Context: an optimization exercise on an open-source flow, tuned for small area, a short achievable clock period and few clock cycles. The choices shown serve that exercise and are no tape-out recipe.
The RTL was checked by simulation tests, not by an equivalence proof against the original design.
Power figures rest on the tool's default switching activity, not on a simulated workload.

==> flow/design.v <==
module jam_cmp (
    input  [9:0] a,
    input  [9:0] b,
    output lt,
    output eq
);
    wire l0_0 = ~a[0] & b[0];
    wire e0_0 = ~(a[0] ^ b[0]);
    wire l0_1 = ~a[1] & b[1];
    wire e0_1 = ~(a[1] ^ b[1]);
    wire l0_2 = ~a[2] & b[2];
    wire e0_2 = ~(a[2] ^ b[2]);
    wire l0_3 = ~a[3] & b[3];
    wire e0_3 = ~(a[3] ^ b[3]);
    wire l0_4 = ~a[4] & b[4];
    wire e0_4 = ~(a[4] ^ b[4]);
    wire l0_5 = ~a[5] & b[5];
    wire e0_5 = ~(a[5] ^ b[5]);
    wire l0_6 = ~a[6] & b[6];
    wire e0_6 = ~(a[6] ^ b[6]);
    wire l0_7 = ~a[7] & b[7];
    wire e0_7 = ~(a[7] ^ b[7]);
    wire l0_8 = ~a[8] & b[8];
    wire e0_8 = ~(a[8] ^ b[8]);
    wire l0_9 = ~a[9] & b[9];
    wire e0_9 = ~(a[9] ^ b[9]);
    wire l1_0 = l0_1 | (e0_1 & l0_0);
    wire e1_0 = e0_1 & e0_0;
    wire l1_1 = l0_3 | (e0_3 & l0_2);
    wire e1_1 = e0_3 & e0_2;
    wire l1_2 = l0_5 | (e0_5 & l0_4);
    wire e1_2 = e0_5 & e0_4;
    wire l1_3 = l0_7 | (e0_7 & l0_6);
    wire e1_3 = e0_7 & e0_6;
    wire l1_4 = l0_9 | (e0_9 & l0_8);
    wire e1_4 = e0_9 & e0_8;
    wire l2_0 = l1_1 | (e1_1 & l1_0);
    wire e2_0 = e1_1 & e1_0;
    wire l2_1 = l1_3 | (e1_3 & l1_2);
    wire e2_1 = e1_3 & e1_2;
    wire l3_0 = l2_1 | (e2_1 & l2_0);
    wire e3_0 = e2_1 & e2_0;
    wire l4_0 = l1_4 | (e1_4 & l3_0);
    wire e4_0 = e1_4 & e3_0;
    assign lt = l4_0;
    assign eq = e4_0;
endmodule
module jam_cmb (
    input  [13:0] a,
    input  [13:0] b,
    output [13:0] y
);
    wire lt, eq;
    jam_cmp u_c (.a(a[9:0]), .b(b[9:0]), .lt(lt), .eq(eq));
    assign y[9:0] = lt ? a[9:0] : b[9:0];
    assign y[13:10] = eq ? a[13:10] + b[13:10] : (lt ? a[13:10] : b[13:10]);
endmodule
module jam_min3 (
    input  [13:0] a,
    input  [13:0] b,
    input  [13:0] c,
    output [13:0] y
);
    wire lab, eab, lac, eac, lbc, ebc;
    jam_cmp u_ab (.a(a[9:0]), .b(b[9:0]), .lt(lab), .eq(eab));
    jam_cmp u_ac (.a(a[9:0]), .b(c[9:0]), .lt(lac), .eq(eac));
    jam_cmp u_bc (.a(b[9:0]), .b(c[9:0]), .lt(lbc), .eq(ebc));
    wire am = (lab | eab) & (lac | eac);
    wire bm = ~lab & (lbc | ebc);
    wire cm = ~lac & ~lbc;
    assign y[9:0] = am ? a[9:0] : (bm ? b[9:0] : c[9:0]);
    wire [3:0] sab = a[13:10] + b[13:10];
    wire [3:0] sac = a[13:10] + c[13:10];
    wire [3:0] sbc = b[13:10] + c[13:10];
    wire [3:0] sabc = sab + c[13:10];
    assign y[13:10] = am ? (bm ? (cm ? sabc : sab) : (cm ? sac : a[13:10]))
                         : (bm ? (cm ? sbc : b[13:10]) : c[13:10]);
endmodule
module jam_cand2 (
    input  [13:0] a,
    input  [13:0] b,
    input  [6:0]  c,
    input         ok,
    output [13:0] y
);
    wire lt, eq;
    jam_cmp u_c (.a(a[9:0]), .b(b[9:0]), .lt(lt), .eq(eq));
    wire [13:0] sa, sb;
    jam_cand u_a (.v(a), .c(c), .ok(ok), .y(sa));
    jam_cand u_b (.v(b), .c(c), .ok(ok), .y(sb));
    assign y[9:0] = lt ? sa[9:0] : sb[9:0];
    assign y[13:10] = eq ? a[13:10] + b[13:10] : (lt ? a[13:10] : b[13:10]);
endmodule
module jam_order (
    input  [5:0] k,
    output reg [5:0] a
);
    always @(*) begin
        case (k)
            6'd0: a = 6'd0;
            6'd1: a = 6'd1;
            6'd2: a = 6'd2;
            6'd3: a = 6'd6;
            6'd4: a = 6'd7;
            6'd5: a = 6'd8;
            6'd6: a = 6'd9;
            6'd7: a = 6'd10;
            6'd8: a = 6'd14;
            6'd9: a = 6'd15;
            6'd10: a = 6'd18;
            6'd11: a = 6'd22;
            6'd12: a = 6'd23;
            6'd13: a = 6'd3;
            6'd14: a = 6'd11;
            6'd15: a = 6'd16;
            6'd16: a = 6'd17;
            6'd17: a = 6'd19;
            6'd18: a = 6'd26;
            6'd19: a = 6'd30;
            6'd20: a = 6'd31;
            6'd21: a = 6'd24;
            6'd22: a = 6'd25;
            6'd23: a = 6'd27;
            6'd24: a = 6'd34;
            6'd25: a = 6'd38;
            6'd26: a = 6'd39;
            6'd27: a = 6'd4;
            6'd28: a = 6'd12;
            6'd29: a = 6'd32;
            6'd30: a = 6'd33;
            6'd31: a = 6'd20;
            6'd32: a = 6'd35;
            6'd33: a = 6'd28;
            6'd34: a = 6'd42;
            6'd35: a = 6'd43;
            6'd36: a = 6'd46;
            6'd37: a = 6'd47;
            6'd38: a = 6'd40;
            6'd39: a = 6'd41;
            6'd40: a = 6'd36;
            6'd41: a = 6'd44;
            6'd42: a = 6'd5;
            6'd43: a = 6'd13;
            6'd44: a = 6'd21;
            6'd45: a = 6'd29;
            6'd46: a = 6'd50;
            6'd47: a = 6'd51;
            6'd48: a = 6'd52;
            6'd49: a = 6'd54;
            6'd50: a = 6'd55;
            6'd51: a = 6'd48;
            6'd52: a = 6'd49;
            6'd53: a = 6'd37;
            6'd54: a = 6'd45;
            6'd55: a = 6'd53;
            6'd56: a = 6'd58;
            6'd57: a = 6'd59;
            6'd58: a = 6'd60;
            6'd59: a = 6'd61;
            6'd60: a = 6'd62;
            6'd61: a = 6'd63;
            6'd62: a = 6'd56;
            6'd63: a = 6'd57;
            default: a = 6'd0;
        endcase
    end
endmodule
module jam_cand (
    input  [13:0] v,
    input  [6:0]  c,
    input         ok,
    output [13:0] y
);
    wire g0_0 = v[0] & c[0];
    wire p0_0 = v[0] ^ c[0];
    wire g0_1 = v[1] & c[1];
    wire p0_1 = v[1] ^ c[1];
    wire g0_2 = v[2] & c[2];
    wire p0_2 = v[2] ^ c[2];
    wire g0_3 = v[3] & c[3];
    wire p0_3 = v[3] ^ c[3];
    wire g0_4 = v[4] & c[4];
    wire p0_4 = v[4] ^ c[4];
    wire g0_5 = v[5] & c[5];
    wire p0_5 = v[5] ^ c[5];
    wire g0_6 = v[6] & c[6];
    wire p0_6 = v[6] ^ c[6];
    wire g0_7 = 1'b0;
    wire p0_7 = v[7];
    wire g0_8 = 1'b0;
    wire p0_8 = v[8];
    wire g0_9 = 1'b0;
    wire p0_9 = v[9];
    wire gx1 = g0_1 | (p0_1 & g0_0);
    wire px1 = p0_1 & p0_0;
    wire gx2 = g0_3 | (p0_3 & g0_2);
    wire px2 = p0_3 & p0_2;
    wire gx3 = g0_5 | (p0_5 & g0_4);
    wire px3 = p0_5 & p0_4;
    wire gx4 = g0_7 | (p0_7 & g0_6);
    wire px4 = p0_7 & p0_6;
    wire gx5 = g0_9 | (p0_9 & g0_8);
    wire px5 = p0_9 & p0_8;
    wire gx6 = gx2 | (px2 & gx1);
    wire px6 = px2 & px1;
    wire gx7 = gx4 | (px4 & gx3);
    wire px7 = px4 & px3;
    wire gx8 = gx7 | (px7 & gx6);
    wire px8 = px7 & px6;
    wire gx9 = gx3 | (px3 & gx6);
    wire gx10 = gx5 | (px5 & gx8);
    wire gx11 = g0_2 | (p0_2 & gx1);
    wire gx12 = g0_4 | (p0_4 & gx6);
    wire gx13 = g0_6 | (p0_6 & gx9);
    wire gx14 = g0_8 | (p0_8 & gx8);
    wire [9:0] s;
    assign s[0] = p0_0;
    assign s[1] = p0_1 ^ g0_0;
    assign s[2] = p0_2 ^ gx1;
    assign s[3] = p0_3 ^ gx11;
    assign s[4] = p0_4 ^ gx6;
    assign s[5] = p0_5 ^ gx12;
    assign s[6] = p0_6 ^ gx9;
    assign s[7] = p0_7 ^ gx13;
    assign s[8] = p0_8 ^ gx8;
    assign s[9] = p0_9 ^ gx14;
    assign y[9:0] = s | {10{~ok}};
    assign y[13:10] = v[13:10];
endmodule
module JAM (
    input CLK,
    input RST,
    output [2:0] W,
    output [2:0] J,
    input [6:0] Cost,
    output reg [3:0] MatchCount,
    output reg [9:0] MinCost,
    output reg Valid
);
    reg rst_q;   
    reg [5:0] rk;
    reg [5:0] wj;
    wire [5:0] rk_inc = (rk == 6'd63) ? 6'd63 : rk + 6'd1;
    wire [5:0] nxt_addr;
    jam_order u_ord (.k(rk_inc), .a(nxt_addr));
    assign W = wj[5:3];
    assign J = wj[2:0];
    reg [5:0] a1;
    always @(posedge CLK) begin
        rst_q <= RST;
        if (RST) rk <= 6'd0; else rk <= rk_inc;
        wj <= RST ? 6'd0 : nxt_addr;
        a1 <= wj;
    end
    reg [6:0] tab [0:63];
    integer ti;
    always @(posedge CLK) begin
        for (ti = 0; ti < 64; ti = ti + 1) if (a1 == ti) tab[ti] <= Cost;
    end
    reg [7:0] g0_um2;
    reg [5:0] g0_um1, g0_u0;
    reg [1:0] g0_u1, g0_u2;
    reg g0_zm1, g0_z0, g0_z1, g0_z2;       
    reg g0_lm1, g0_l0, g0_l1, g0_l2, g0_l3;   
    reg [2:0] g0_r0, g0_r1;
    reg [7:0] g0_oh0, g0_oh2;   
    wire [2:0] g0_pc = {2'd0, g0_um1[0]} + {2'd0, g0_um1[1]} + {2'd0, g0_um1[2]} + {2'd0, g0_um1[3]} + {2'd0, g0_um1[4]} + {2'd0, g0_um1[5]} + 3'd7;
    always @(posedge CLK) begin
        if (rst_q) g0_um2 <= 8'd243; else g0_um2 <= g0_um2 + 8'd1;
        g0_um1 <= g0_um2[5:0]; g0_u0 <= g0_um1; g0_u1 <= g0_u0[1:0]; g0_u2 <= g0_u1;
        g0_zm1 <= (g0_um2 == 8'd0); g0_z0 <= g0_zm1; g0_z1 <= g0_z0; g0_z2 <= g0_z1;
        if (rst_q) begin g0_lm1 <= 1'b0; g0_l0 <= 1'b0; g0_l1 <= 1'b0; g0_l2 <= 1'b0; g0_l3 <= 1'b0; end
        else begin g0_lm1 <= (g0_um2 == 8'd63); g0_l0 <= g0_lm1; g0_l1 <= g0_l0; g0_l2 <= g0_l1; g0_l3 <= g0_l2; end
        g0_r0 <= g0_pc; g0_r1 <= g0_r0;
        g0_oh0 <= 8'd1 << g0_pc; g0_oh2 <= 8'd1 << g0_r1;
    end
    wire [6:0] g0_c0 = ({7{g0_oh2[0]}} & tab[0]) | ({7{g0_oh2[1]}} & tab[8]) | ({7{g0_oh2[2]}} & tab[16]) | ({7{g0_oh2[3]}} & tab[24]) | ({7{g0_oh2[4]}} & tab[32]) | ({7{g0_oh2[5]}} & tab[40]);
    wire [6:0] g0_c1 = ({7{g0_oh2[0]}} & tab[1]) | ({7{g0_oh2[1]}} & tab[9]) | ({7{g0_oh2[2]}} & tab[17]) | ({7{g0_oh2[3]}} & tab[25]) | ({7{g0_oh2[4]}} & tab[33]) | ({7{g0_oh2[5]}} & tab[41]);
    wire [6:0] g0_c2 = ({7{g0_oh0[0]}} & tab[2]) | ({7{g0_oh0[1]}} & tab[10]) | ({7{g0_oh0[2]}} & tab[18]) | ({7{g0_oh0[3]}} & tab[26]) | ({7{g0_oh0[4]}} & tab[34]) | ({7{g0_oh0[5]}} & tab[42]);
    wire [6:0] g0_c3 = ({7{g0_oh0[0]}} & tab[3]) | ({7{g0_oh0[1]}} & tab[11]) | ({7{g0_oh0[2]}} & tab[19]) | ({7{g0_oh0[3]}} & tab[27]) | ({7{g0_oh0[4]}} & tab[35]) | ({7{g0_oh0[5]}} & tab[43]);
    wire [6:0] g0_c4 = ({7{g0_oh0[0]}} & tab[4]) | ({7{g0_oh0[1]}} & tab[12]) | ({7{g0_oh0[2]}} & tab[20]) | ({7{g0_oh0[3]}} & tab[28]) | ({7{g0_oh0[4]}} & tab[36]) | ({7{g0_oh0[5]}} & tab[44]);
    wire [6:0] g0_c5 = ({7{g0_oh0[0]}} & tab[5]) | ({7{g0_oh0[1]}} & tab[13]) | ({7{g0_oh0[2]}} & tab[21]) | ({7{g0_oh0[3]}} & tab[29]) | ({7{g0_oh0[4]}} & tab[37]) | ({7{g0_oh0[5]}} & tab[45]);
    reg [7:0] g1_um2;
    reg [5:0] g1_um1, g1_u0;
    reg [1:0] g1_u1, g1_u2;
    reg g1_zm1, g1_z0, g1_z1, g1_z2;       
    reg g1_lm1, g1_l0, g1_l1, g1_l2, g1_l3;   
    reg [2:0] g1_r0, g1_r1;
    reg [7:0] g1_oh0, g1_oh2;   
    wire [2:0] g1_pc = {2'd0, g1_um1[0]} + {2'd0, g1_um1[1]} + {2'd0, g1_um1[2]} + {2'd0, g1_um1[3]} + {2'd0, g1_um1[4]} + {2'd0, g1_um1[5]} + 3'd0;
    always @(posedge CLK) begin
        if (rst_q) g1_um2 <= 8'd239; else g1_um2 <= g1_um2 + 8'd1;
        g1_um1 <= g1_um2[5:0]; g1_u0 <= g1_um1; g1_u1 <= g1_u0[1:0]; g1_u2 <= g1_u1;
        g1_zm1 <= (g1_um2 == 8'd0); g1_z0 <= g1_zm1; g1_z1 <= g1_z0; g1_z2 <= g1_z1;
        if (rst_q) begin g1_lm1 <= 1'b0; g1_l0 <= 1'b0; g1_l1 <= 1'b0; g1_l2 <= 1'b0; g1_l3 <= 1'b0; end
        else begin g1_lm1 <= (g1_um2 == 8'd63); g1_l0 <= g1_lm1; g1_l1 <= g1_l0; g1_l2 <= g1_l1; g1_l3 <= g1_l2; end
        g1_r0 <= g1_pc; g1_r1 <= g1_r0;
        g1_oh0 <= 8'd1 << g1_pc; g1_oh2 <= 8'd1 << g1_r1;
    end
    wire [6:0] g1_c0 = ({7{g1_oh2[1]}} & tab[8]) | ({7{g1_oh2[2]}} & tab[16]) | ({7{g1_oh2[3]}} & tab[24]) | ({7{g1_oh2[4]}} & tab[32]) | ({7{g1_oh2[5]}} & tab[40]) | ({7{g1_oh2[6]}} & tab[48]);
    wire [6:0] g1_c1 = ({7{g1_oh2[1]}} & tab[9]) | ({7{g1_oh2[2]}} & tab[17]) | ({7{g1_oh2[3]}} & tab[25]) | ({7{g1_oh2[4]}} & tab[33]) | ({7{g1_oh2[5]}} & tab[41]) | ({7{g1_oh2[6]}} & tab[49]);
    wire [6:0] g1_c2 = ({7{g1_oh0[1]}} & tab[10]) | ({7{g1_oh0[2]}} & tab[18]) | ({7{g1_oh0[3]}} & tab[26]) | ({7{g1_oh0[4]}} & tab[34]) | ({7{g1_oh0[5]}} & tab[42]) | ({7{g1_oh0[6]}} & tab[50]);
    wire [6:0] g1_c3 = ({7{g1_oh0[1]}} & tab[11]) | ({7{g1_oh0[2]}} & tab[19]) | ({7{g1_oh0[3]}} & tab[27]) | ({7{g1_oh0[4]}} & tab[35]) | ({7{g1_oh0[5]}} & tab[43]) | ({7{g1_oh0[6]}} & tab[51]);
    wire [6:0] g1_c4 = ({7{g1_oh0[1]}} & tab[12]) | ({7{g1_oh0[2]}} & tab[20]) | ({7{g1_oh0[3]}} & tab[28]) | ({7{g1_oh0[4]}} & tab[36]) | ({7{g1_oh0[5]}} & tab[44]) | ({7{g1_oh0[6]}} & tab[52]);
    wire [6:0] g1_c5 = ({7{g1_oh0[1]}} & tab[13]) | ({7{g1_oh0[2]}} & tab[21]) | ({7{g1_oh0[3]}} & tab[29]) | ({7{g1_oh0[4]}} & tab[37]) | ({7{g1_oh0[5]}} & tab[45]) | ({7{g1_oh0[6]}} & tab[53]);
    wire [6:0] g1_c6 = ({7{g1_oh0[0]}} & tab[6]) | ({7{g1_oh0[1]}} & tab[14]) | ({7{g1_oh0[2]}} & tab[22]) | ({7{g1_oh0[3]}} & tab[30]) | ({7{g1_oh0[4]}} & tab[38]) | ({7{g1_oh0[5]}} & tab[46]) | ({7{g1_oh0[6]}} & tab[54]);
    wire [6:0] g1_c7 = ({7{g1_oh0[0]}} & tab[7]) | ({7{g1_oh0[1]}} & tab[15]) | ({7{g1_oh0[2]}} & tab[23]) | ({7{g1_oh0[3]}} & tab[31]) | ({7{g1_oh0[4]}} & tab[39]) | ({7{g1_oh0[5]}} & tab[47]) | ({7{g1_oh0[6]}} & tab[55]);
    reg [7:0] g2_um2;
    reg [5:0] g2_um1, g2_u0;
    reg [1:0] g2_u1, g2_u2;
    reg g2_zm1, g2_z0, g2_z1, g2_z2;       
    reg g2_lm1, g2_l0, g2_l1, g2_l2, g2_l3;   
    reg [2:0] g2_r0, g2_r1;
    reg [7:0] g2_oh0, g2_oh2;   
    wire [2:0] g2_pc = {2'd0, g2_um1[0]} + {2'd0, g2_um1[1]} + {2'd0, g2_um1[2]} + {2'd0, g2_um1[3]} + {2'd0, g2_um1[4]} + {2'd0, g2_um1[5]} + 3'd1;
    always @(posedge CLK) begin
        if (rst_q) g2_um2 <= 8'd235; else g2_um2 <= g2_um2 + 8'd1;
        g2_um1 <= g2_um2[5:0]; g2_u0 <= g2_um1; g2_u1 <= g2_u0[1:0]; g2_u2 <= g2_u1;
        g2_zm1 <= (g2_um2 == 8'd0); g2_z0 <= g2_zm1; g2_z1 <= g2_z0; g2_z2 <= g2_z1;
        if (rst_q) begin g2_lm1 <= 1'b0; g2_l0 <= 1'b0; g2_l1 <= 1'b0; g2_l2 <= 1'b0; g2_l3 <= 1'b0; end
        else begin g2_lm1 <= (g2_um2 == 8'd63); g2_l0 <= g2_lm1; g2_l1 <= g2_l0; g2_l2 <= g2_l1; g2_l3 <= g2_l2; end
        g2_r0 <= g2_pc; g2_r1 <= g2_r0;
        g2_oh0 <= 8'd1 << g2_pc; g2_oh2 <= 8'd1 << g2_r1;
    end
    wire [6:0] g2_c0 = ({7{g2_oh2[2]}} & tab[16]) | ({7{g2_oh2[3]}} & tab[24]) | ({7{g2_oh2[4]}} & tab[32]) | ({7{g2_oh2[5]}} & tab[40]) | ({7{g2_oh2[6]}} & tab[48]) | ({7{g2_oh2[7]}} & tab[56]);
    wire [6:0] g2_c1 = ({7{g2_oh2[2]}} & tab[17]) | ({7{g2_oh2[3]}} & tab[25]) | ({7{g2_oh2[4]}} & tab[33]) | ({7{g2_oh2[5]}} & tab[41]) | ({7{g2_oh2[6]}} & tab[49]) | ({7{g2_oh2[7]}} & tab[57]);
    wire [6:0] g2_c2 = ({7{g2_oh0[2]}} & tab[18]) | ({7{g2_oh0[3]}} & tab[26]) | ({7{g2_oh0[4]}} & tab[34]) | ({7{g2_oh0[5]}} & tab[42]) | ({7{g2_oh0[6]}} & tab[50]) | ({7{g2_oh0[7]}} & tab[58]);
    wire [6:0] g2_c3 = ({7{g2_oh0[2]}} & tab[19]) | ({7{g2_oh0[3]}} & tab[27]) | ({7{g2_oh0[4]}} & tab[35]) | ({7{g2_oh0[5]}} & tab[43]) | ({7{g2_oh0[6]}} & tab[51]) | ({7{g2_oh0[7]}} & tab[59]);
    wire [6:0] g2_c4 = ({7{g2_oh0[2]}} & tab[20]) | ({7{g2_oh0[3]}} & tab[28]) | ({7{g2_oh0[4]}} & tab[36]) | ({7{g2_oh0[5]}} & tab[44]) | ({7{g2_oh0[6]}} & tab[52]) | ({7{g2_oh0[7]}} & tab[60]);
    wire [6:0] g2_c5 = ({7{g2_oh0[2]}} & tab[21]) | ({7{g2_oh0[3]}} & tab[29]) | ({7{g2_oh0[4]}} & tab[37]) | ({7{g2_oh0[5]}} & tab[45]) | ({7{g2_oh0[6]}} & tab[53]) | ({7{g2_oh0[7]}} & tab[61]);
    wire [6:0] g2_c6 = ({7{g2_oh0[1]}} & tab[14]) | ({7{g2_oh0[2]}} & tab[22]) | ({7{g2_oh0[3]}} & tab[30]) | ({7{g2_oh0[4]}} & tab[38]) | ({7{g2_oh0[5]}} & tab[46]) | ({7{g2_oh0[6]}} & tab[54]) | ({7{g2_oh0[7]}} & tab[62]);
    wire [6:0] g2_c7 = ({7{g2_oh0[1]}} & tab[15]) | ({7{g2_oh0[2]}} & tab[23]) | ({7{g2_oh0[3]}} & tab[31]) | ({7{g2_oh0[4]}} & tab[39]) | ({7{g2_oh0[5]}} & tab[47]) | ({7{g2_oh0[6]}} & tab[55]) | ({7{g2_oh0[7]}} & tab[63]);
    reg [13:0] q0 [0:29];
    reg [9:0] l0_e [0:3];
    wire [13:0] l0_x0;
    jam_cand l0_cx0 (.v(q0[0]), .c(g0_c2), .ok(g0_u0[2]), .y(l0_x0));
    wire [13:0] l0_x1;
    jam_cand l0_cx1 (.v(q0[4]), .c(g0_c3), .ok(g0_u0[3]), .y(l0_x1));
    wire [13:0] l0_x2;
    jam_cand l0_cx2 (.v(q0[12]), .c(g0_c4), .ok(g0_u0[4]), .y(l0_x2));
    wire [13:0] l0_x3;
    jam_cand l0_cx3 (.v(q0[28]), .c(g0_c5), .ok(g0_u0[5]), .y(l0_x3));
    always @(posedge CLK) begin
        l0_e[0] <= l0_x0[9:0];
        l0_e[1] <= l0_x1[9:0];
        l0_e[2] <= l0_x2[9:0];
        l0_e[3] <= l0_x3[9:0];
    end
    wire [13:0] l0_f0 = {q0[1][13:10], l0_e[0]};
    wire [13:0] l0_f1 = {q0[5][13:10], l0_e[1]};
    wire [13:0] l0_f2 = {q0[13][13:10], l0_e[2]};
    wire [13:0] l0_f3 = {q0[29][13:10], l0_e[3]};
    wire [13:0] l0_g0;
    jam_min3 l0_cg0 (.a(l0_f0), .b(l0_f1), .c(l0_f2), .y(l0_g0));
    wire [13:0] l0_g1;
    assign l0_g1 = l0_f3;
    reg [13:0] l0_a1, l0_b1;
    always @(posedge CLK) begin
        l0_a1 <= l0_g0;
        l0_b1 <= l0_g1;
    end
    reg [13:0] l0_pr, l0_t1;
    reg [9:0] l0_t2c;
    wire [13:0] l0_t2 = {q0[1][13:10], l0_t2c};   
    wire [13:0] l0_z2;
    jam_cmb l0_cz2 (.a(l0_a1), .b(l0_b1), .y(l0_z2));
    wire [13:0] l0_t2s, l0_t1s;
    jam_cand l0_ct2 (.v(q0[0]), .c(g0_c1), .ok(g0_u2[1]), .y(l0_t2s));
    jam_cand2 l0_ct1 (.a(l0_pr), .b(l0_t2), .c(g0_c0), .ok(g0_u2[0]), .y(l0_t1s));
    always @(posedge CLK) begin
        l0_pr <= (g0_z2 ? 14'h0400 : l0_z2);
        l0_t2c <= l0_t2s[9:0];
        l0_t1 <= l0_t1s;
    end
    wire [13:0] l0_r;
    jam_min3 l0_cr3 (.a(l0_t1), .b(l0_t2), .c(l0_pr), .y(l0_r));
    integer qi0;
    always @(posedge CLK) begin
        q0[0] <= l0_r;
        for (qi0 = 1; qi0 < 30; qi0 = qi0 + 1) q0[qi0] <= q0[qi0-1];
    end
    reg [13:0] q1 [0:29];
    reg [9:0] l1_e [0:4];
    wire [13:0] l1_x0;
    jam_cand l1_cx0 (.v(q1[0]), .c(g1_c2), .ok(g1_u0[2]), .y(l1_x0));
    wire [13:0] l1_x1;
    jam_cand l1_cx1 (.v(q1[4]), .c(g1_c3), .ok(g1_u0[3]), .y(l1_x1));
    wire [13:0] l1_x2;
    jam_cand l1_cx2 (.v(q1[12]), .c(g1_c4), .ok(g1_u0[4]), .y(l1_x2));
    wire [13:0] l1_x3;
    jam_cand l1_cx3 (.v(q1[28]), .c(g1_c5), .ok(g1_u0[5]), .y(l1_x3));
    wire [13:0] l1_x4;
    jam_cand l1_cx4 (.v(q0[0]), .c(g1_c6), .ok(1'b1), .y(l1_x4));
    always @(posedge CLK) begin
        l1_e[0] <= l1_x0[9:0];
        l1_e[1] <= l1_x1[9:0];
        l1_e[2] <= l1_x2[9:0];
        l1_e[3] <= l1_x3[9:0];
        l1_e[4] <= l1_x4[9:0];
    end
    wire [13:0] l1_f0 = {q1[1][13:10], l1_e[0]};
    wire [13:0] l1_f1 = {q1[5][13:10], l1_e[1]};
    wire [13:0] l1_f2 = {q1[13][13:10], l1_e[2]};
    wire [13:0] l1_f3 = {q1[29][13:10], l1_e[3]};
    wire [13:0] l1_f4 = {q0[1][13:10], l1_e[4]};
    wire [13:0] l1_g0;
    jam_min3 l1_cg0 (.a(l1_f0), .b(l1_f1), .c(l1_f2), .y(l1_g0));
    wire [13:0] l1_g1;
    jam_cmb l1_cg1 (.a(l1_f3), .b(l1_f4), .y(l1_g1));
    reg [13:0] l1_a1, l1_b1;
    always @(posedge CLK) begin
        l1_a1 <= l1_g0;
        l1_b1 <= l1_g1;
    end
    reg [13:0] l1_pr, l1_t1;
    reg [9:0] l1_t2c;
    wire [13:0] l1_t2 = {q1[1][13:10], l1_t2c};   
    wire [13:0] l1_z2;
    jam_cmb l1_cz2 (.a(l1_a1), .b(l1_b1), .y(l1_z2));
    wire [13:0] l1_t2s, l1_t1s;
    jam_cand l1_ct2 (.v(q1[0]), .c(g1_c1), .ok(g1_u2[1]), .y(l1_t2s));
    jam_cand2 l1_ct1 (.a(l1_pr), .b(l1_t2), .c(g1_c0), .ok(g1_u2[0]), .y(l1_t1s));
    always @(posedge CLK) begin
        l1_pr <= l1_z2;
        l1_t2c <= l1_t2s[9:0];
        l1_t1 <= l1_t1s;
    end
    wire [13:0] l1_r;
    jam_min3 l1_cr3 (.a(l1_t1), .b(l1_t2), .c(l1_pr), .y(l1_r));
    integer qi1;
    always @(posedge CLK) begin
        q1[0] <= l1_r;
        for (qi1 = 1; qi1 < 30; qi1 = qi1 + 1) q1[qi1] <= q1[qi1-1];
    end
    reg [13:0] q2 [0:29];
    reg [9:0] l2_e [0:4];
    wire [13:0] l2_x0;
    jam_cand l2_cx0 (.v(q2[0]), .c(g1_c2), .ok(g1_u0[2]), .y(l2_x0));
    wire [13:0] l2_x1;
    jam_cand l2_cx1 (.v(q2[4]), .c(g1_c3), .ok(g1_u0[3]), .y(l2_x1));
    wire [13:0] l2_x2;
    jam_cand l2_cx2 (.v(q2[12]), .c(g1_c4), .ok(g1_u0[4]), .y(l2_x2));
    wire [13:0] l2_x3;
    jam_cand l2_cx3 (.v(q2[28]), .c(g1_c5), .ok(g1_u0[5]), .y(l2_x3));
    wire [13:0] l2_x4;
    jam_cand l2_cx4 (.v(q0[0]), .c(g1_c7), .ok(1'b1), .y(l2_x4));
    always @(posedge CLK) begin
        l2_e[0] <= l2_x0[9:0];
        l2_e[1] <= l2_x1[9:0];
        l2_e[2] <= l2_x2[9:0];
        l2_e[3] <= l2_x3[9:0];
        l2_e[4] <= l2_x4[9:0];
    end
    wire [13:0] l2_f0 = {q2[1][13:10], l2_e[0]};
    wire [13:0] l2_f1 = {q2[5][13:10], l2_e[1]};
    wire [13:0] l2_f2 = {q2[13][13:10], l2_e[2]};
    wire [13:0] l2_f3 = {q2[29][13:10], l2_e[3]};
    wire [13:0] l2_f4 = {q0[1][13:10], l2_e[4]};
    wire [13:0] l2_g0;
    jam_min3 l2_cg0 (.a(l2_f0), .b(l2_f1), .c(l2_f2), .y(l2_g0));
    wire [13:0] l2_g1;
    jam_cmb l2_cg1 (.a(l2_f3), .b(l2_f4), .y(l2_g1));
    reg [13:0] l2_a1, l2_b1;
    always @(posedge CLK) begin
        l2_a1 <= l2_g0;
        l2_b1 <= l2_g1;
    end
    reg [13:0] l2_pr, l2_t1;
    reg [9:0] l2_t2c;
    wire [13:0] l2_t2 = {q2[1][13:10], l2_t2c};   
    wire [13:0] l2_z2;
    jam_cmb l2_cz2 (.a(l2_a1), .b(l2_b1), .y(l2_z2));
    wire [13:0] l2_t2s, l2_t1s;
    jam_cand l2_ct2 (.v(q2[0]), .c(g1_c1), .ok(g1_u2[1]), .y(l2_t2s));
    jam_cand2 l2_ct1 (.a(l2_pr), .b(l2_t2), .c(g1_c0), .ok(g1_u2[0]), .y(l2_t1s));
    always @(posedge CLK) begin
        l2_pr <= l2_z2;
        l2_t2c <= l2_t2s[9:0];
        l2_t1 <= l2_t1s;
    end
    wire [13:0] l2_r;
    jam_min3 l2_cr3 (.a(l2_t1), .b(l2_t2), .c(l2_pr), .y(l2_r));
    integer qi2;
    always @(posedge CLK) begin
        q2[0] <= l2_r;
        for (qi2 = 1; qi2 < 30; qi2 = qi2 + 1) q2[qi2] <= q2[qi2-1];
    end
    reg [13:0] q3 [0:29];
    reg [9:0] l3_e [0:5];
    wire [13:0] l3_x0;
    jam_cand l3_cx0 (.v(q3[0]), .c(g2_c2), .ok(g2_u0[2]), .y(l3_x0));
    wire [13:0] l3_x1;
    jam_cand l3_cx1 (.v(q3[4]), .c(g2_c3), .ok(g2_u0[3]), .y(l3_x1));
    wire [13:0] l3_x2;
    jam_cand l3_cx2 (.v(q3[12]), .c(g2_c4), .ok(g2_u0[4]), .y(l3_x2));
    wire [13:0] l3_x3;
    jam_cand l3_cx3 (.v(q3[28]), .c(g2_c5), .ok(g2_u0[5]), .y(l3_x3));
    wire [13:0] l3_x4;
    jam_cand l3_cx4 (.v(q2[0]), .c(g2_c6), .ok(1'b1), .y(l3_x4));
    wire [13:0] l3_x5;
    jam_cand l3_cx5 (.v(q1[0]), .c(g2_c7), .ok(1'b1), .y(l3_x5));
    always @(posedge CLK) begin
        l3_e[0] <= l3_x0[9:0];
        l3_e[1] <= l3_x1[9:0];
        l3_e[2] <= l3_x2[9:0];
        l3_e[3] <= l3_x3[9:0];
        l3_e[4] <= l3_x4[9:0];
        l3_e[5] <= l3_x5[9:0];
    end
    wire [13:0] l3_f0 = {q3[1][13:10], l3_e[0]};
    wire [13:0] l3_f1 = {q3[5][13:10], l3_e[1]};
    wire [13:0] l3_f2 = {q3[13][13:10], l3_e[2]};
    wire [13:0] l3_f3 = {q3[29][13:10], l3_e[3]};
    wire [13:0] l3_f4 = {q2[1][13:10], l3_e[4]};
    wire [13:0] l3_f5 = {q1[1][13:10], l3_e[5]};
    wire [13:0] l3_g0;
    jam_min3 l3_cg0 (.a(l3_f0), .b(l3_f1), .c(l3_f2), .y(l3_g0));
    wire [13:0] l3_g1;
    jam_min3 l3_cg1 (.a(l3_f3), .b(l3_f4), .c(l3_f5), .y(l3_g1));
    reg [13:0] l3_a1, l3_b1;
    always @(posedge CLK) begin
        l3_a1 <= l3_g0;
        l3_b1 <= l3_g1;
    end
    reg [13:0] l3_pr, l3_t1;
    reg [9:0] l3_t2c;
    wire [13:0] l3_t2 = {q3[1][13:10], l3_t2c};   
    wire [13:0] l3_z2;
    jam_cmb l3_cz2 (.a(l3_a1), .b(l3_b1), .y(l3_z2));
    wire [13:0] l3_t2s, l3_t1s;
    jam_cand l3_ct2 (.v(q3[0]), .c(g2_c1), .ok(g2_u2[1]), .y(l3_t2s));
    jam_cand2 l3_ct1 (.a(l3_pr), .b(l3_t2), .c(g2_c0), .ok(g2_u2[0]), .y(l3_t1s));
    always @(posedge CLK) begin
        l3_pr <= l3_z2;
        l3_t2c <= l3_t2s[9:0];
        l3_t1 <= l3_t1s;
    end
    wire [13:0] l3_r;
    jam_min3 l3_cr3 (.a(l3_t1), .b(l3_t2), .c(l3_pr), .y(l3_r));
    integer qi3;
    always @(posedge CLK) begin
        q3[0] <= l3_r;
        for (qi3 = 1; qi3 < 30; qi3 = qi3 + 1) q3[qi3] <= q3[qi3-1];
    end
    always @(posedge CLK) begin
        if (rst_q) Valid <= 1'b0;
        else if (g2_l3) Valid <= 1'b1;
    end
    always @(posedge CLK) begin
        MinCost <= l3_r[9:0] & {10{g2_l3}};
        MatchCount <= l3_r[13:10] & {4{g2_l3}};
    end
endmodule
==> flow/flow/run.sh <==
#!/bin/bash
# Standard layout with three changes: the port buffers use a normal buffer cell (buf_4)
# instead of the default pick; clock tree synthesis builds its tree from clkbuf_16,
# without dummy loads, in clusters of up to 20 flip-flops; and timing repair aims for a
# setup slack of 6.9 ns on the 10 ns clock, so it sizes up the slowest paths. The
# constraints (constraint.sdc) are not changed.
set -euo pipefail
export BUFFER_PORTS_ARGS="-buffer_cell sky130_fd_sc_hd__buf_4"
export CTS_ARGS="-sink_clustering_enable -repair_clock_nets -dont_use_dummy_load -buf_list sky130_fd_sc_hd__clkbuf_16 -sink_clustering_size 20 -sink_clustering_max_diameter 150"
export SETUP_SLACK_MARGIN=6.9
bash standard.sh finish > standard_flow.log 2>&1
==> flow/standard.sh <==
#!/bin/bash
# synth_recipe.tcl (not shown) runs the flow's synth.tcl, then flattens the netlist and writes it again
# the make line also repeats each setting of config.mk as NAME=value (left out here)
make -C /OpenROAD-flow-scripts/flow DESIGN_CONFIG=/design/flow/config.mk WORK_HOME=/design/flow/orfs CLKGATE_MAP_FILE= SYNTH_SCRIPT=/design/flow/synth_recipe.tcl "${@:-finish}"
==> flow/config.mk <==
export PLATFORM = sky130hd
export DESIGN_NAME = JAM
export DESIGN_NICKNAME = JAM
export VERILOG_FILES = /design/flow/design.v
export SDC_FILE = /design/flow/constraint.sdc
export NUM_CORES = 4
export LEC_CHECK = 0
export CAP_MARGIN = 20
export CORE_MARGIN = 2
export CORE_UTILIZATION = 40
export SLEW_MARGIN = 20
==> flow/constraint.sdc <==
create_clock -name core_clock -period 10.0 [get_ports {CLK}]
set_input_delay 2.0000 -clock core_clock [delete_from_list [all_inputs] [get_ports {CLK}]]
set_output_delay 2.0000 -clock core_clock [all_outputs]
set_load 0.01 [all_outputs]
==> impl_metrics.tcl, run 1 <==
set metrics [dict create \
    run_status "no timing/DRC/antenna violations" \
    drive_above_1_share_pct 11.6 \
    rsz0062_at_grt "true" \
    synth_ff_type "dfxtp_1" \
    rrSetupSlack_ps 6840 \
    io_buffers 29 \
    synth_edf_count 448 \
    drv_cap 0 \
    coreArea_um2 237000 \
    row_count 179 \
    nNetsFinal 8787 \
    synth_common_cells "dfxtp_1, ha_1, inv_1, nand2_1, edfxtp_1" \
    clk_path_buf_depth 3 \
    worst_setup_path_start_kind "flip-flop" \
    required_ps 8000 \
    fmax_mhz 301 \
    synth_area_um2 95100 \
    cts_root_buf "clkbuf_16" \
    grt_pass1_vias 55200 \
    drc 0 \
    vias_per_cell 5.17 \
    synth-seq-cells 2721 \
    pre_cts_slack_ps 6290 \
    cp_cell_sequence "buf_6" \
    tightest_slew_ps 1110 \
    synth.top_cell.area_share_pct 47.8 \
    io_pins 30 \
    grt_max_degree 65 \
    syn-instance-count 7678 \
    arrival_ps 1330 \
    yosys_warnings 20 \
    wl_met3_um 16700 \
    grt_antenna_before_repair 14 \
    design_area_um2 107000 \
    vdd_drop_max_uv 205 \
    htreeDepth 4 \
    grt_pass1_wl_um 344000 \
    avgRoutedWirePerCell_um 21.5 \
    drt-total-wl_um 237000 \
    crit_fanout 2 \
    drt-met1-wl_um 102000 \
    wl_met2_um 106000 \
    num-fill-cells 21200 \
    fp.dieW_um 492 \
    numCtsBuffers 154 \
    combPwrFrac_pct 41.8 \
    cp_num_buf_inv 1 \
    period_share_pct 33.3 \
    cts_tree "yes" \
    first_iter_violations 5385 \
    power_leakage_nw 46.0 \
    ys_seq_area_share_pct 62.0 \
    ctsHoldBuffers 0 \
    tns_ps 0 \
    cts.sinks 2721 \
    setup_violations 0 \
    place_area_um2 98800 \
    first_pass_iters 8 \
    die_h_um 492 \
    hold_viol 0 \
    synth_top_area_cell "dfxtp_1" \
    grtUsageTotal_pct 18.7 \
    initial_core_util_pct 40.1 \
    vias 57100 \
    fp.dieArea_um2 242000 \
    skew_ps 90.7 \
    internal_power_w 0.0254 \
    syn_to_final_growth_pct 12.3 \
    setup_ws_ps 6670 \
    path_class "flip-flop to output pin" \
    top_layer_used "met5" \
    fin_util_pct 45.0 \
    drv_slew 0 \
    slowest_delay_ps 350 \
    dp_hpwl_um 164000 \
    seq_power_share_pct 43.4 \
    finalCriticalPeriod_ps 3330 \
    synth_area_leaders "dfxtp_1, edfxtp_1, ha_1" \
    crit_slowest_cell "dfxtp_2" \
    synth_fp_nets 8596 \
    cp-end-kind "output pin" \
    critPathTopFamily "flip-flops" \
    clk_pin_slew_ps 80 \
    ant_nets 0 \
    gp_congestion 0.916 \
    p_sw_w 0.0155 \
    p_clk_share_pct 14.8 \
    slew_headroom_pct 25.6 \
    avgSynthCellArea_um2 12.4 \
    yosysUniqueCellTypes 87 \
    p_per_area_nw_per_um2 383 \
    clock_latency_ps 870 \
    power_switching_share_pct 37.8 \
    hold_path.class "flip-flop to flip-flop" \
    post-synth-top-count-cell "dfxtp_1" \
    grt-ovfl-total 0 \
    async_flop_share_pct 0 \
]
logic make-up after synthesis:
family / count (synthesis) / synth area share, %
flops: 2721 / 62.0
compound gates: 1418 / 10.2
simple gates: 1417 / 6.96
fa+ha+maj: 909 / 13.4
buf+inv: 797 / 3.20
xor+xnor: 211 / 1.94
mux: 205 / 2.32
registers in the layout, indices dropped and copies added (netlist names), 40 cells and up:
| name | cells |
|---|---|
| l3_e | 60 |
| q2 | 410 |
| tab | 448 |
| l0_e | 40 |
| q3 | 410 |
| l2_e | 50 |
| q1 | 410 |
| l1_e | 50 |
| q0 | 410 |
final cells by class:
class,count,area (um^2),area share (%)
inverters,563,2120,1.98
diodes,4,10.0,0.00937
well taps,3167,3960,3.71
flip-flops and latches,2721,59100,55.4
repair buffers,268,2920,2.73
multi-input cells,4161,34800,32.6
clock buffers,154,3850,3.61
metal layers:
metal / vias to the layer above / GRT usage [%]
met1: 27700 / 25.2
met3: 463 / 2.99
li1: 26900 / -
met4: 10 / 7.98
met5: - / 0
met2: 2066 / 29.8
through the flow:
step	hold slack [ps]	total power [W]	instances
after floorplan	310	0.0277	7678
after global placement	310	0.0328	10700
after detailed placement	312	0.0332	10700
after CTS	266	0.0400	10900
after global routing	277	0.0438	11000
final	274	0.0409	11000
final timing paths:
check / endpoint / from / cells past startpoint
max: W[2] / wj[5] / 1
min: q3[6][8] / q3[5][8] / 0
max reg2reg: l1_t1[6] / tab[40][1] / 15
min reg2reg: q3[6][8] / q3[5][8] / 0
repair_timing:
item | CTS | global route
resized for setup | 234 | 315
setup buffers | 37 | 130
pin swaps | 34 | 199
gates cloned | 8 | 16
endpoints found under the setup margin | 239 | 171
worst reg2reg max path: cells and delay by family, from the launching register on:
kind / cells / cell delay, ps
buf+inv: 4 / 430
fa+ha+maj: 2 / 570
simple gates: 2 / 150
flops: 1 / 480
mux: 1 / 280
compound gates: 6 / 1230
layout by cell type (no fill, tap or decap), drive strengths merged, types with 179 or more instances in the layout:
cell type	n
dfxtp	2273
ha	730
inv	562
nand2	517
edfxtp	448
a22oi	427
nor2	294
a21oi	268
buf	244
o21ai	230
nand3	219
a21o	214
fa	179
power groups by stage:
stage          Combinational (W)  Clock, W  Sequential [W]
2_1_floorplan             0.0111         0          0.0166
6_report                  0.0171   0.00603          0.0177
3_3_place_gp              0.0149         0          0.0179
5_1_grt                   0.0191   0.00661          0.0182
4_1_cts                   0.0159   0.00625          0.0178
3_5_place_dp              0.0152         0          0.0180
Testbench counts, summed over its fixed seeds: cycles 1,638.
==> inputs of run 2 (changes only) <==
--- a/flow/config.mk
+++ b/flow/config.mk
@@ -8,4 +8,4 @@
 export CAP_MARGIN = 20
 export CORE_MARGIN = 2
-export CORE_UTILIZATION = 40
+export CORE_UTILIZATION = 60
 export SLEW_MARGIN = 20
==> run 2 against run 1 <==
Net effect:
- routed wire length decreased by 2.5%
- sequential cell count stayed put
- sequential power about the same
- count of clock-buffer cells in the layout did not move
- via count shrank 0.74%
- worst setup slack improved by 24 ps
- maximum frequency increased by 0.72%
- non-clock buffer count is 45 lower
- final cell count decreased by 10%
- utilization increased by 21 points
- synthesized cell count unchanged
- sequential share of layout area is 1.1 points higher
- largest power group unchanged
- highest routed layer unchanged
==> impl_metrics.tcl, run 2 <==
set metrics [dict create \
    gp_congestion 0.914 \
    largest_reg_flops 448 \
    grt_pass1_wl_um 339000 \
    synth_common_cells "dfxtp_1, ha_1, inv_1, nand2_1, edfxtp_1" \
    synth_ff_type "dfxtp_1" \
    reg2reg_to "l1_t1[6]" \
    hold_end "q0[12][2]" \
    grt_antenna_before_repair 5 \
    r2r-start "tab[16][1]" \
    run_status "no timing/DRC/antenna violations" \
    worst_setup_path_start_kind "flip-flop" \
    fin_util_pct 66.3 \
    fp.dieArea_um2 162000 \
    period_share_pct 33.0 \
    numCtsBuffers 154 \
    regMostFlops "tab" \
    clk_path_buf_depth 3 \
    required_ps 8000 \
    async_flop_share_pct 0 \
    holdPathStages 0 \
    die_h_um 402 \
    power_w 0.0405 \
    htreeDepth 4 \
    rsz0062_at_grt "true" \
    final_common_cell "dfxtp_1" \
    ant_nets 0 \
    vias 56700 \
    num-fill-cells 11900 \
    synth_top_area_cell "dfxtp_1" \
    vdd_drop_max_uv 212 \
    skew_ps 70.2 \
    vias_per_cell 5.73 \
    tns_ps 0 \
    slew_headroom_pct 20.2 \
    drc 0 \
    rrSetupSlack_ps 6840 \
    critPathTopFamily "flip-flops" \
    clk_pin_slew_ps 80 \
    io_pins 30 \
    pre_cts_slack_ps 6360 \
    seq_area_um2 59100 \
    grt-ovfl-total 0 \
    p_per_area_nw_per_um2 387 \
    grt_pass1_vias 55200 \
    avgRoutedWirePerCell_um 23.3 \
    cp_num_buf_inv 1 \
    drv_slew 0 \
    ys_seq_area_share_pct 62.0 \
    nNetsFinal 8742 \
    slowest_delay_ps 360 \
    synth.top_cell.area_share_pct 47.8 \
    arrival_ps 1300 \
    path_class "flip-flop to output pin" \
    synth_area_um2 95100 \
    yosysUniqueCellTypes 87 \
    crit_slowest_cell "dfxtp_4" \
    cp_cell_sequence "buf_6" \
    final_cell_mix "dfxtp_1, ha_1, inv_1" \
    post-synth-top-count-cell "dfxtp_1" \
    first_pass_iters 8 \
    first_iter_violations 5404 \
    coreArea_um2 158000 \
    grtUsageTotal_pct 27.7 \
    setup_ws_ps 6700 \
    synth_edf_count 448 \
    cts_tree "yes" \
    setup_violations 0 \
    hold_viol 0 \
    cts.sinks 2721 \
    multi_input_area_um2 34400 \
    synth-seq-cells 2721 \
    clock_latency_ps 830 \
    initial_core_util_pct 60.3 \
    fmax_mhz 303 \
    finalCriticalPeriod_ps 3300 \
    yosys_warnings 20 \
    syn_to_final_growth_pct 9.97 \
    cp-end-kind "output pin" \
    min_from "q0[11][2]" \
    drt-total-wl_um 231000 \
    avgSynthCellArea_um2 12.4 \
    dp_hpwl_um 160000 \
    grt_max_degree 65 \
    row_count 146 \
    tightest_slew_ps 1200 \
    io_buffers 29 \
    fp.dieW_um 402 \
    drive_above_1_share_pct 10.2 \
    power_leakage_nw 45.7 \
    synth_fp_nets 8596 \
    synth_area_leaders "dfxtp_1, edfxtp_1, ha_1" \
    crit_fanout 2 \
    drv_cap 0 \
    syn-instance-count 7678 \
    timing.hold.ws_ps 274 \
    cts_root_buf "clkbuf_16" \
    r2r_cells 15 \
    hold_path.class "flip-flop to flip-flop" \
]
-- run 2: cell counts after synthesis --
Identical to the previous run, type by type.
-- run 2: cells by family after synthesis --
kind of cell | Yosys count | share of synthesized area [%]
DFF | 2721 | 62.0
AOI/OAI and AO/OA | 1418 | 10.2
and+or+nand+nor | 1417 | 6.96
adders and majority gates | 909 | 13.4
buffers and inverters | 797 | 3.20
xor gates and xnor gates | 211 | 1.94
muxes | 205 | 2.32
-- run 2: area by class of cell --
cell class,count,share of cell area (%)
Clock buffer,154,3.68
Inverter,563,2.02
Sequential cell,2721,56.5
Multi-Input combinational cell,4161,32.9
Antenna cell,4,0.00957
Tap cell,2072,2.48
Timing Repair Buffer,223,2.40
-- run 2: routing by layer --
layer,up-vias,share of wire [%],global-route usage (%)
met5,-,0.011,0
met4,4,4.9,11.9
met3,487,7.5,4.54
met2,2080,44,42.9
met1,27300,44,38.7
li1,26800,-,-
-- run 2: worst max path at each step --
| stage | startpoint | endpoint | slack (ps) | cells after the start |
|---|---|---|---|---|
| 3_3_place_gp | g0_oh2[5] | l0_t1[6] | 6350 | 13 |
| 4_1_cts | wj[0] | J[0] | 6630 | 1 |
| 3_5_place_dp | g0_oh2[5] | l0_t1[6] | 6360 | 13 |
| 5_1_grt | wj[0] | J[0] | 6640 | 1 |
| 2_1_floorplan | g1_oh0[3] | l2_e[4][9] | 6960 | 14 |
| 6_report | wj[0] | J[0] | 6700 | 1 |
-- run 2: power by group --
part / switching (W) / internal (W) / total [W] / leakage (nW)
Sequential: 0.00259 / 0.0152 / 0.0178 / 23.0
Combinational: 0.00945 / 0.00723 / 0.0167 / 20.7
Clock: 0.00326 / 0.00273 / 0.00599 / 1.90
Total: 0.0153 / 0.0252 / 0.0405 / 45.7
-- run 2: through the flow --
step / cell area [um^2] / std cells
2_1_floorplan: 95100 / 7678
3_3_place_gp: 97400 / 9590
3_5_place_dp: 97400 / 9590
4_1_cts: 102000 / 9770
5_1_grt: 105000 / 9894
6_report: 105000 / 9898
-- run 2: timing repair --
action	4_1_cts	5_1_grt
setup buffers	17	111
endpoints found under the setup margin	203	172
cloned	9	13
pin swaps	28	163
hold buffers	0	0
gates resized for setup	206	250
==> inputs of run 3 (changes only) <==
--- a/flow/config.mk
+++ b/flow/config.mk
@@ -8,4 +8,4 @@
 export CAP_MARGIN = 20
 export CORE_MARGIN = 2
-export CORE_UTILIZATION = 60
+export CORE_UTILIZATION = 70
 export SLEW_MARGIN = 20
==> run 3 against run 2 <==
Net effect:
- largest cell class unchanged
- utilization grew 11 points
- worst setup slack improved by 13 ps
- die area decreased by 14%
- final area fell by 0.55%
==> impl_metrics.tcl, run 3 <==
set metrics [dict create \
    grt_pass1_vias 56800 \
    tns_ps 0 \
    final_cell_mix "dfxtp_1, ha_1, inv_1" \
    synth_top_area_cell "dfxtp_1" \
    clk_path_buf_depth 3 \
    setup_violations 0 \
    avgRoutedWirePerCell_um 24.4 \
    top_usage_layer "met2" \
    clk_pin_slew_ps 80 \
    finalCriticalPeriod_ps 3290 \
    first_pass_iters 13 \
    numCtsBuffers 154 \
    grt_pass1_wl_um 342000 \
    power_leakage_nw 45.5 \
    drv_cap 0 \
    grtUsageMet1_pct 43.3 \
    htreeDepth 4 \
    drv_slew 0 \
    vias 58100 \
    run_status "no timing/DRC/antenna violations" \
    yosysUniqueCellTypes 87 \
    dp_cells 9300 \
    synth-seq-cells 2721 \
    required_ps 8000 \
    skew_ps 79.7 \
    synth_ff_type "dfxtp_1" \
    crit_fanout 2 \
    die_h_um 373 \
    slowest_delay_ps 370 \
    gp_congestion 0.966 \
    path_class "flip-flop to output pin" \
    vias_per_cell 6.06 \
    critPathTopFamily "flip-flops" \
    worst_setup_path_start_kind "flip-flop" \
    hold_viol 0 \
    power_w 0.0407 \
    synth_edf_count 448 \
    grt_max_degree 65 \
    crit_slowest_cell "dfxtp_4" \
    drive_above_1_share_pct 9.96 \
    cp-end-kind "output pin" \
    final_common_cell "dfxtp_1" \
    regMostFlops "tab" \
    io_buffers 29 \
    fp.dieArea_um2 139000 \
    arrival_ps 1290 \
    ctsHoldBuffers 0 \
    rsz0062_at_grt "true" \
    syn_to_final_growth_pct 9.36 \
    async_flop_share_pct 0 \
    dp_hpwl_um 159000 \
    largest_reg_flops 448 \
    use_met2_pct 51.3 \
    clock_latency_ps 810 \
    ant_nets 0 \
    ys_seq_area_share_pct 62.0 \
    grt_antenna_before_repair 10 \
    grtUsageTotal_pct 32.5 \
    cp_cell_sequence "buf_6" \
    slew_headroom_pct 16.0 \
    synth.top_cell.area_share_pct 47.8 \
    vdd_drop_max_uv 289 \
    fin_util_pct 77.0 \
    syn-instance-count 7678 \
    fin_cells 9589 \
    cp_num_buf_inv 1 \
    row_count 135 \
    hold_path.class "flip-flop to flip-flop" \
    fp.dieW_um 373 \
    drt-total-wl_um 234000 \
    cts_tree "yes" \
    synth_area_leaders "dfxtp_1, edfxtp_1, ha_1" \
    tightest_slew_ps 1260 \
    drc 0 \
    cts_root_buf "clkbuf_16" \
    post-synth-top-count-cell "dfxtp_1" \
    grt-ovfl-total 0 \
    period_share_pct 32.9 \
    synth_fp_nets 8596 \
    p_per_area_nw_per_um2 391 \
    coreArea_um2 135000 \
    avgSynthCellArea_um2 12.4 \
    cts.sinks 2721 \
    grt_util_met3_pct 6.14 \
    nNetsFinal 8724 \
    io_pins 30 \
    synth_area_um2 95100 \
    first_iter_violations 6992 \
    initial_core_util_pct 70.4 \
    fmax_mhz 304 \
    yosys_warnings 20 \
    synth_common_cells "dfxtp_1, ha_1, inv_1, nand2_1, edfxtp_1" \
]
==> run 3: cell count changes in the layout (fill, tap and decap cells not counted), moves of 4 or more <==
| cell | previous run | this run |
|---|---|---|
| a22oi_2 | 43 | 39 |
| nand2_2 | 6 | 12 |
| inv_1 | 542 | 546 |
| a22oi_1 | 384 | 388 |
| fa_2 | 25 | 29 |
| dfxtp_4 | 24 | 32 |
| bufbuf_16 | 8 | 4 |
| buf_4 | 144 | 129 |
| ha_1 | 703 | 709 |
| fa_1 | 154 | 150 |
| nand2_1 | 507 | 503 |
| nand3_1 | 187 | 193 |
| dfxtp_1 | 2203 | 2198 |
==> run 3: repair_timing <==
| action | CTS | global route |
|---|---|---|
| setup buffers | 19 | 92 |
| endpoints found under the setup margin | 206 | 195 |
| gates resized for setup | 217 | 246 |
| gates cloned | 6 | 14 |
| pin swaps | 27 | 142 |
==> run 3: per-layer routing <==
layer / vias up / wire [um] / share of wire, %
met3: 703 / 21200 / 9.1
met4: 4 / 13700 / 5.9
li1: 26800 / - / -
met2: 2861 / 105000 / 45
met1: 27800 / 93900 / 40
met5: - / 34 / 0.015
==> run 3: worst reg2reg max path: stages, from the launching register on <==
cell	delay, ps
dfxtp_4	410
buf_12	170
a22oi_2	210
nand3_4	210
buf_6	180
ha_2	160
inv_1	60
fa_2	190
inv_2	50
a21o_1	150
a21o_1	180
a21o_1	170
a21o_1	180
a21oi_2	140
nor2b_1	70
ha_2	210
xnor2_2	190
nand2_1	90
==> run 3: where the power goes <==
part	switching, W	internal, W	total [W]
sequential	0.00268	0.0152	0.0179
combinational	0.00957	0.00718	0.0168
clock	0.00326	0.00273	0.00600
==> run 3: area by class of cell <==
class / count / area [um^2]
Sequential cell: 2721 / 59100
Multi-Input combinational cell: 4161 / 34400
Fill cell: 8380 / 31100
Clock buffer: 154 / 3850
Timing Repair Buffer: 205 / 2330
Tap cell: 1781 / 2230
Inverter: 563 / 2110
Antenna cell: 4 / 10.0
==> run 3: path summary, 6_finish.rpt <==
check	from	to	slack, ps	cells after the start
hold / removal	q1[11][4]	q1[12][4]	270	0
setup / recovery	wj[2]	J[2]	6710	1
hold reg to reg	q1[11][4]	q1[12][4]	270	0
setup reg to reg	g1_oh0[4]	l2_e[2][9]	6820	17
==> run 3: cell families (layout without fill, tap and decap cells) <==
logic type / Yosys count / in the layout / share of synthesized area (%)
flops: 2721 / 2721 / 62.0
compound gates: 1418 / 1419 / 10.2
xor+xnor: 211 / 211 / 1.94
simple gates: 1417 / 1417 / 6.96
buf+inv: 797 / 922 / 3.20
other cells: 0 / 4 / 0
fa+ha+maj: 909 / 909 / 13.4
mux: 205 / 205 / 2.32
==> run 3: metrics by stage <==
stage	setup WS (ps)	area [um^2]	hold slack, ps
after global routing	6670	104000	281
after detailed placement	6130	97000	312
after CTS	6660	102000	276
final	6710	104000	268
after global placement	6200	97000	310
after floorplan	6960	95100	310
==> inputs of run 4 (changes only) <==
==> flow/flow/run.sh (replaced) <==
#!/bin/bash
# Standard layout with three changes: the port buffers use a normal buffer cell (buf_4)
# instead of the default pick; clock tree synthesis builds its tree from clkbuf_16,
# without dummy loads, in clusters of up to 24 flip-flops; and timing repair aims for a
# setup slack of 6.9 ns on the 10 ns clock, so it sizes up the slowest paths. The
# constraints (constraint.sdc) are not changed.
set -euo pipefail
export BUFFER_PORTS_ARGS="-buffer_cell sky130_fd_sc_hd__buf_4"
export CTS_ARGS="-sink_clustering_enable -repair_clock_nets -dont_use_dummy_load -buf_list sky130_fd_sc_hd__clkbuf_16 -sink_clustering_size 24 -sink_clustering_max_diameter 150"
export SETUP_SLACK_MARGIN=6.9
bash standard.sh finish > standard_flow.log 2>&1
--- a/flow/config.mk
+++ b/flow/config.mk
@@ -8,4 +8,4 @@
 export CAP_MARGIN = 20
 export CORE_MARGIN = 2
-export CORE_UTILIZATION = 70
+export CORE_UTILIZATION = 60
 export SLEW_MARGIN = 20
==> run 4 against run 3 <==
Net effect:
- still clean on timing, DRC and antenna
- utilization decreased by 11 points
- first-iteration DRC count decreased by 22%
- register-to-register slack better by 30 ps
- maximum frequency increased by 1.2%
- worst setup slack better by 39 ps
- worst hold slack improved by 16 ps
- combinational power about the same
- die area grew 16%
- via count is 2.7% lower
- routed wire length is 1.4% lower
- critical endpoint is now W[0]
==> impl_metrics.tcl, run 4 <==
set metrics [dict create \
    vias 56500 \
    grt_pass1_wl_um 336000 \
    path_class "flip-flop to output pin" \
    rsz0062_at_grt "true" \
    crit_fanout 2 \
    avgRoutedWirePerCell_um 23.3 \
    r2r_cells 12 \
    hold_viol 0 \
    grtUsageTotal_pct 27.4 \
    slowest_delay_ps 360 \
    first_pass_iters 9 \
    htreeDepth 4 \
    ant_nets 0 \
    place_area_um2 97400 \
    synth_area_um2 95100 \
    cp-end-kind "output pin" \
    grt_max_degree 65 \
    synth_area_leaders "dfxtp_1, edfxtp_1, ha_1" \
    yosys_warnings 20 \
    tns_ps 0 \
    setup_ws_ps 6750 \
    cp.depth 1 \
    num-fill-cells 11900 \
    coreArea_um2 158000 \
    cts_root_buf "clkbuf_16" \
    syn_to_final_growth_pct 9.35 \
    arrival_ps 1250 \
    final_common_cell "dfxtp_1" \
    final_cell_mix "dfxtp_1, ha_1, inv_1" \
    first_iter_violations 5449 \
    seq_power_share_pct 44.6 \
    drc 0 \
    clk_pin_slew_ps 90 \
    syn-instance-count 7678 \
    initial_core_util_pct 60.3 \
    numCtsBuffers 131 \
    setup_violations 0 \
    p_per_area_nw_per_um2 384 \
    power_leakage_nw 45.3 \
    grt_antenna_before_repair 6 \
    drive_above_1_share_pct 10.1 \
    regMostFlops "tab" \
    async_flop_share_pct 0 \
    dp_hpwl_um 160000 \
    synth_edf_count 448 \
    required_ps 8000 \
    run_status "no timing/DRC/antenna violations" \
    hold_path.class "flip-flop to flip-flop" \
    largest_reg_flops 448 \
    gp_congestion 0.914 \
    cp_cell_sequence "buf_6" \
    synth_common_cells "dfxtp_1, ha_1, inv_1, nand2_1, edfxtp_1" \
    crit_slowest_cell "dfxtp_2" \
    nNetsFinal 8723 \
    fp.dieArea_um2 162000 \
    slew_headroom_pct 21.8 \
    worst_setup_path_start_kind "flip-flop" \
    cts_tree "yes" \
    synth_top_area_cell "dfxtp_1" \
    p_sw_w 0.0152 \
    clk_path_buf_depth 3 \
    yosysUniqueCellTypes 87 \
    synth-seq-cells 2721 \
    row_count 146 \
    io_buffers 29 \
    fp.dieW_um 402 \
    p_clk_share_pct 13.8 \
    vias_per_cell 5.72 \
    combPwrFrac_pct 41.7 \
    period_share_pct 32.5 \
    pre_cts_slack_ps 6360 \
    synth_ff_type "dfxtp_1" \
    post-synth-top-count-cell "dfxtp_1" \
    ys_seq_area_share_pct 62.0 \
    grt-ovfl-total 0 \
    cts.sinks 2721 \
    die_h_um 402 \
    avgSynthCellArea_um2 12.4 \
    cp_num_buf_inv 1 \
    synth.top_cell.area_share_pct 47.8 \
    critPathTopFamily "flip-flops" \
    clock_latency_ps 830 \
    skew_ps 76.2 \
    design_area_um2 104000 \
    synth_fp_nets 8596 \
    drv_cap 0 \
    finalCriticalPeriod_ps 3250 \
    tightest_slew_ps 1170 \
    rrSetupSlack_ps 6850 \
    ctsHoldBuffers 0 \
    drt-total-wl_um 230000 \
    internal_power_w 0.0248 \
    fmax_mhz 308 \
    power_switching_share_pct 38.0 \
    vdd_drop_max_uv 281 \
    drv_slew 0 \
    holdPathStages 0 \
    grt_pass1_vias 54600 \
    power_w 0.0400 \
    io_pins 30 \
    timing.hold.ws_ps 284 \
]
run 4: cell families after synthesis:
| kind of cell | Yosys count | share of synthesized area [%] |
|---|---|---|
| flops | 2721 | 62.0 |
| fa+ha+maj | 909 | 13.4 |
| compound gates | 1418 | 10.2 |
| buf+inv | 797 | 3.20 |
| simple gates | 1417 | 6.96 |
| mux | 205 | 2.32 |
| xor+xnor | 211 | 1.94 |
run 4: cell type report:
type | instances | area (um^2) | area share (%)
flip-flops and latches | 2721 | 59100 | 56.8
diodes | 3 | 7.51 | 0.00722
well taps | 2072 | 2590 | 2.49
repair buffers | 227 | 2480 | 2.38
clock buffers | 131 | 3280 | 3.15
inverters | 563 | 2120 | 2.03
multi-input cells | 4161 | 34500 | 33.1
run 4: timing repair:
item / 4_1_cts / 5_1_grt
gates cloned: 5 / 17
resized for setup: 209 / 263
setup endpoints to repair: 200 / 176
setup buffers: 19 / 113
pin swaps: 42 / 161
run 4: path summary, 6_finish.rpt:
path | startpoint | endpoint
setup reg to reg | g1_oh0[6] | l1_e[4][7]
setup / recovery | wj[3] | W[0]
hold reg to reg | q3[20][8] | q3[21][8]
hold / removal | q3[20][8] | q3[21][8]
run 4: power groups by stage:
stage	Combinational (W)	Sequential, W	Clock (W)
after global routing	0.0186	0.0182	0.00602
final	0.0167	0.0178	0.00551
after detailed placement	0.0151	0.0180	0
after global placement	0.0146	0.0179	0
after CTS	0.0156	0.0179	0.00565
after floorplan	0.0111	0.0166	0
run 4: metrics by stage:
step | instances | utilization [%]
2_1_floorplan | 7678 | -
4_1_cts | 9745 | 64.5
3_3_place_gp | 9590 | 61.7
3_5_place_dp | 9590 | 61.7
6_report | 9878 | 65.9
5_1_grt | 9875 | 65.9
run 4: routing by layer:
layer / global-route usage (%) / vias up / part of all wire, %
met5: 0 / - / 0.0056
met4: 11.2 / 2 / 4.8
met3: 4.13 / 498 / 7.5
met2: 42.5 / 2049 / 44
met1: 38.8 / 27200 / 44
li1: - / 26700 / -
==> inputs of run 5 (changes only) <==
--- a/flow/config.mk
+++ b/flow/config.mk
@@ -8,4 +8,4 @@
 export CAP_MARGIN = 20
 export CORE_MARGIN = 2
-export CORE_UTILIZATION = 60
+export CORE_UTILIZATION = 70
 export SLEW_MARGIN = 20
==> run 5 against run 4 <==
Net effect:
- count of clock-buffer cells in the layout stayed put
- maximum frequency down 0.67%
- non-clock buffer count is 38 lower
- critical path depth unchanged
- synthesized cell count did not move
- total power is 0.14% higher
- final area is 0.72% lower
- die area decreased by 14%
- sequential share of layout area up 0.42 points
- register-to-register slack lost 70 ps
==> impl_metrics.tcl, run 5 <==
set metrics [dict create \
    gp_congestion 0.966 \
    grt_pass1_wl_um 338000 \
    grt-ovfl-total 0 \
    rrSetupSlack_ps 6780 \
    row_count 135 \
    ant_nets 0 \
    synth.top_cell.area_share_pct 47.8 \
    avgRoutedWirePerCell_um 24.1 \
    pre_cts_slack_ps 6130 \
    grt_pass1_vias 56200 \
    drt-total-wl_um 230000 \
    slew_headroom_pct 17.5 \
    period_share_pct 32.7 \
    min_from "q0[13][0]" \
    cp_cell_sequence "buf_6" \
    drive_above_1_share_pct 9.43 \
    worst_setup_path_start_kind "flip-flop" \
    async_flop_share_pct 0 \
    final_cell_mix "dfxtp_1, ha_1, inv_1" \
    fp.dieW_um 373 \
    drv_cap 0 \
    arrival_ps 1270 \
    drc 0 \
    fp.dieArea_um2 139000 \
    first_pass_iters 11 \
    regMostFlops "tab" \
    io_pins 30 \
    setup_ws_ps 6730 \
    ys_seq_area_share_pct 62.0 \
    drv_slew 0 \
    vias 57400 \
    num-fill-cells 8464 \
    cts.sinks 2721 \
    avgSynthCellArea_um2 12.4 \
    die_h_um 373 \
    clock_latency_ps 810 \
    synth_area_leaders "dfxtp_1, edfxtp_1, ha_1" \
    ctsHoldBuffers 0 \
    synth_edf_count 448 \
    io_buffers 29 \
    holdPathStages 0 \
    post-synth-top-count-cell "dfxtp_1" \
    dp_cells 9300 \
    fin_cells 9548 \
    synth-seq-cells 2721 \
    crit_slowest_cell "dfxtp_4" \
    syn-instance-count 7678 \
    skew_ps 67.5 \
    largest_reg_flops 448 \
    initial_core_util_pct 70.4 \
    critPathTopFamily "flip-flops" \
    cp_num_buf_inv 1 \
    hold_viol 0 \
    numCtsBuffers 131 \
    synth_area_um2 95100 \
    vias_per_cell 6.02 \
    fmax_mhz 306 \
    run_status "no timing/DRC/antenna violations" \
    setup_violations 0 \
    required_ps 8000 \
    cp-end-kind "output pin" \
    dp_hpwl_um 159000 \
    hold_end "q0[14][0]" \
    rsz0062_at_grt "true" \
    p_per_area_nw_per_um2 388 \
    syn_to_final_growth_pct 8.56 \
    power_leakage_nw 45.1 \
    tightest_slew_ps 1240 \
    crit_fanout 2 \
    path_class "flip-flop to output pin" \
    r2r-start "g1_oh0[1]" \
]
run 5: cell counts after synthesis:
Identical to the previous run, type by type.
run 5: cell type report:
| type | instances | area [um^2] | share of cell area (%) |
|---|---|---|---|
| well taps | 1781 | 2230 | 2.16 |
| clock buffers | 131 | 3280 | 3.17 |
| diodes | 2 | 5.00 | 0.00485 |
| inverters | 563 | 2120 | 2.05 |
| flip-flops and latches | 2721 | 59100 | 57.2 |
| multi-input cells | 4161 | 34400 | 33.3 |
| repair buffers | 189 | 2150 | 2.08 |
run 5: timing repair:
action                                  4_1_cts  5_1_grt
endpoints found under the setup margin      205      179
buffers inserted                             22       75
cloned                                        4       14
gates resized for setup                     215      240
pin swaps                                    33      147
run 5: worst reg2reg max path: stages, from the launching register on:
cell and delay (ps):
dfxtp_4 400, buf_4 150, clkbuf_16 200, a222oi_1 340
nand3_1 260, ha_1 360, a21o_1 130, a21oi_2 70
o21bai_1 180, a21oi_2 90, buf_4 140, fa_1 390
xnor2_1 400
run 5: kinds of logic (layout without fill, tap and decap cells):
group	Yosys count	in the layout	synth area share, %
other	0	2	0
and+or+nand+nor	1417	1417	6.96
xor gates and xnor gates	211	211	1.94
AOI/OAI and AO/OA	1418	1419	10.2
muxes	205	205	2.32
DFF	2721	2721	62.0
buffers and inverters	797	883	3.20
adders and majority gates	909	909	13.4
run 5: worst max path at each step:
stage,end,slack (ps),cells past startpoint
5_1_grt,J[2],6670,1
6_report,J[2],6730,1
3_5_place_dp,l1_e[1][9],6130,15
4_1_cts,J[2],6670,1
3_3_place_gp,l2_t1[9],6200,15
2_1_floorplan,l2_e[4][9],6960,14
run 5: stage by stage:
stage	util, %	area [um^2]
floorplan	-	95100
global placement	71.8	97000
detailed placement	71.8	97000
CTS	75.0	101000
global route	76.4	103000
finish	76.4	103000
run 5: where the power goes:
part	internal (W)	leakage, nW	switching, W
Combinational	0.00713	20.5	0.00951
Sequential	0.0152	23.0	0.00265
Clock	0.00235	1.61	0.00318
Total	0.0247	45.1	0.0153
run 5: layer usage:
layer / global-route usage (%) / wire length, um
met3: 5.99 / 20300
met4: 15.1 / 12600
met2: 50.7 / 104000
met5: 0 / 13
met1: 42.9 / 93300

Setup slack of run 5, layout unchanged: 6.728 ns with ideal ports, 6.644 ns with driving cells assumed (clock clkbuf_16, inputs buf_2), 6.781 ns with port delays also shifted by the 0.851 ns mid clock arrival.
